What follows belongs to an exercise in optimizing a design on an open flow for small area and a short achievable clock period; a production flow would make more cautious choices. In this exercise RTL edits were held to simulation tests only and were not proved equivalent to the original. No activity file was given, so power comes from the tool's default toggle rates.

## add_jump_cpu
module add_jump_cpu (
    input               clk,
    input               rst,
    input        [15:0] value,
    input        [1:0]  dest,
    input        [1:0]  src,
    input               add,
    input               jump,
    input               prog,
    input               advance,
    output   [3:0]  pc,
    output   [15:0] o_b,
    output   [15:0] o_r0,
    output   [15:0] o_r1,
    output   [15:0] o_r2,
    output   [15:0] o_r3,
    output   [31:0] w2_dbg,
    output          asm_store_clk_dbg
);
    reg  [3:0]  pc_r;
    reg  [15:0] r0, r1, r2, r3;
    reg  [20:0] mem [0:15];
    reg  [20:0] ir;
    wire        store = prog & (add | jump);
    wire [20:0] asm_inst = {jump, src, dest, value};
    assign w2_dbg = {5'b0, {3{jump}}, 2'b0, src, 2'b0, dest, value};
    assign asm_store_clk_dbg = store;
    wire [20:0] cur = prog ? asm_inst : ir;
    wire        c_jump = cur[20];
    wire [1:0]  c_rd   = cur[17:16];
    wire [15:0] c_imm  = cur[15:0];
  ...
Settings: LEC_CHECK=0, CAP_MARGIN=20, CORE_MARGIN=2, CORE_UTILIZATION=60, SETUP_SLACK_MARGIN=2.3, SLEW_MARGIN=20, SYNTH_HIERARCHICAL=1; clock period 5.5 ns.
standard.sh (not shown) runs the stock make flow with config.mk's settings and CLKGATE_MAP_FILE= SYNTH_SCRIPT=/design/flow/synth_recipe.tcl, a recipe that flattens the netlist after the stock synthesis.
==> flow/flow/run.sh <==
#!/bin/bash
# Standard ORFS layout with three changes: ports are buffered with a plain
# buf_2 instead of the delay cell buffer_ports picks; adders are left as plain
# gates for ABC (no half/full adder cell extraction), so ABC can build a fast
# carry tree; and the clock tree uses clkbuf_8 leaves over larger clusters,
# without dummy loads.
set -euo pipefail
bash standard.sh finish \
    "BUFFER_PORTS_ARGS=-buffer_cell sky130_fd_sc_hd__buf_2" \
    ADDER_MAP_FILE= MATCH_CELL_FOOTPRINT=0 \
    "CTS_ARGS=-sink_clustering_enable -repair_clock_nets -dont_use_dummy_load -buf_list sky130_fd_sc_hd__clkbuf_8 -sink_clustering_size 16 -sink_clustering_max_diameter 60" \
    > standard_flow.log 2>&1
Rerun with:
--- a/flow/flow/run.sh
+++ b/flow/flow/run.sh
@@ -5 +5 @@
-# carry tree; and the clock tree uses clkbuf_8 leaves over larger clusters,
+# carry tree; and the clock tree uses clkbuf_16 leaves over larger clusters,
@@ -11 +11 @@
-    "CTS_ARGS=-sink_clustering_enable -repair_clock_nets -dont_use_dummy_load -buf_list sky130_fd_sc_hd__clkbuf_8 -sink_clustering_size 16 -sink_clustering_max_diameter 60" \
+    "CTS_ARGS=-sink_clustering_enable -repair_clock_nets -dont_use_dummy_load -buf_list sky130_fd_sc_hd__clkbuf_16 -sink_clustering_size 28 -sink_clustering_max_diameter 80" \
What happened:
- worst hold slack hardly moves
- sequential cell count is unchanged
- wire length is about the same
- power came out higher by 2.6%
- sequential power is about the same


Another version of the RTL of add_jump_cpu (not shown whole).
Size in the first run: roughly 1200 cells after synthesis, roughly 140 I/O pins, ~0.018 sq mm of cells after synthesis.
Settings: LEC_CHECK=0, CAP_MARGIN=20, CORE_MARGIN=2, CORE_UTILIZATION=60, SETUP_SLACK_MARGIN=2.3, SLEW_MARGIN=20, SYNTH_HIERARCHICAL=1; clock period 5.5 ns.
==> flow/flow/run.sh <==
#!/bin/bash
# Standard ORFS layout with three changes: ports are buffered with a plain
# buf_1 instead of the delay cell buffer_ports picks; adders are left as plain
# gates for ABC (no half/full adder cell extraction), so ABC can build a fast
# carry tree; and the clock tree uses clkbuf_8 leaves over larger clusters,
# without dummy loads.
set -euo pipefail
bash standard.sh finish \
    "BUFFER_PORTS_ARGS=-buffer_cell sky130_fd_sc_hd__buf_1" \
    ADDER_MAP_FILE= \
    "CTS_ARGS=-sink_clustering_enable -repair_clock_nets -dont_use_dummy_load -buf_list sky130_fd_sc_hd__clkbuf_8 -sink_clustering_size 16 -sink_clustering_max_diameter 60" \
    > standard_flow.log 2>&1
==> next run, changes <==
==> flow/flow/run.sh (replaced) <==
#!/bin/bash
# Standard ORFS layout with three changes: ports are buffered with a plain
# buf_2 instead of the delay cell buffer_ports picks; adders are left as plain
# gates for ABC (no half/full adder cell extraction), so ABC can build a fast
# carry tree; and the clock tree uses clkbuf_8 leaves over larger clusters,
# without dummy loads.
set -euo pipefail
bash standard.sh finish \
    "BUFFER_PORTS_ARGS=-buffer_cell sky130_fd_sc_hd__buf_2" \
    ADDER_MAP_FILE= \
    "CTS_ARGS=-sink_clustering_enable -repair_clock_nets -dont_use_dummy_load -buf_list sky130_fd_sc_hd__clkbuf_8 -sink_clustering_size 16 -sink_clustering_max_diameter 60" \
    > standard_flow.log 2>&1
Settings changed: SETUP_SLACK_MARGIN 2.3 to 2.6.
After rerunning:
- wire length went up by 9.4%
- cell area went up by about 8%
- global-route usage went up by 2.4 points
- count of clock-buffer cells in the layout went up by 1
- power went up by 4.4%
- sequential share of layout area went down by 4.2 points
- combinational power went up by about 24%
- worst hold slack degrades by 0.011 ns
- critical path depth went up by 3
- sequential cell count stays the same
- non-clock buffer count went up by 45
==> next run, changes <==
Settings changed: CORE_UTILIZATION 60 to 70, SETUP_SLACK_MARGIN 2.6 to 2.3.
After rerunning:
- total power fell by about 6%
- final area is lower by 10%
- area after synthesis does not change
- die area goes down by about 14%
- utilization rose by 4.3 points
- synthesized cell count does not change
==> next run, changes <==
--- a/flow/flow/run.sh
+++ b/flow/flow/run.sh
@@ -8,5 +8,5 @@
 bash standard.sh finish \
     "BUFFER_PORTS_ARGS=-buffer_cell sky130_fd_sc_hd__buf_2" \
-    ADDER_MAP_FILE= \
+    ADDER_MAP_FILE= MATCH_CELL_FOOTPRINT=0 \
     "CTS_ARGS=-sink_clustering_enable -repair_clock_nets -dont_use_dummy_load -buf_list sky130_fd_sc_hd__clkbuf_8 -sink_clustering_size 16 -sink_clustering_max_diameter 60" \
     > standard_flow.log 2>&1
Settings changed: CORE_UTILIZATION 70 to 60.
Effect:
- The changed run produced a clean layout
- hold slack degrades by 0.0057 ns
- clock-buffer cell count increases by 3
- wire length shrinks by 5.7%

[what the ideal ports hide]
The results above use ideal ports. As a check the final layouts listed here were re-extracted and re-timed, cells and wires unchanged.
Step 1: set_driving_cell puts a clkbuf_16 on clk and a buf_2 on each other input, an assumption about the parent block.
Step 2 times the ports against the registers' clock, not the clock port: input delays grow and output delays shrink by t, the midpoint of the rising clock arrivals with the driver on.
Three values: no drivers, after step 1, after step 2; two values: the first two.
| run | t (ns) | setup WS [ns] | hold WS [ns] | worst setup path after step 2 | cell pins on the clock port's net |
|---|---|---|---|---|---|
| the first run of note 1 | 0.595 | 2.338 / 2.112 / 1.680 | 0.566 / 0.566 / 0.566 | input to register | 1 |
| the second run of note 1 | 0.595 | 2.338 / 2.129 / 1.742 | 0.568 / 0.568 / 0.568 | input to register | 1 |
| the first run of note 2 | 0.573 | 2.057 / 1.989 / 1.640 | 0.547 / 0.547 / 0.547 | input to register | 1 |
| the second run of note 2 | 0.579 | 2.210 / 2.154 / 1.575 | 0.536 / 0.536 / 0.536 | input to register | 1 |
| the third run of note 2 | 0.642 | 2.261 / 2.140 / 1.560 | 0.534 / 0.534 / 0.534 | input to register | 1 |
| the fourth run of note 2 | 0.590 | 2.225 / 2.099 / 1.698 | 0.528 / 0.528 / 0.528 | input to register | 1 |
After both steps setup and hold are still met in every run listed. The setup slack of the third run of note 2, which loses most, moves by -0.121 ns with the drivers and by -0.701 ns with both steps.
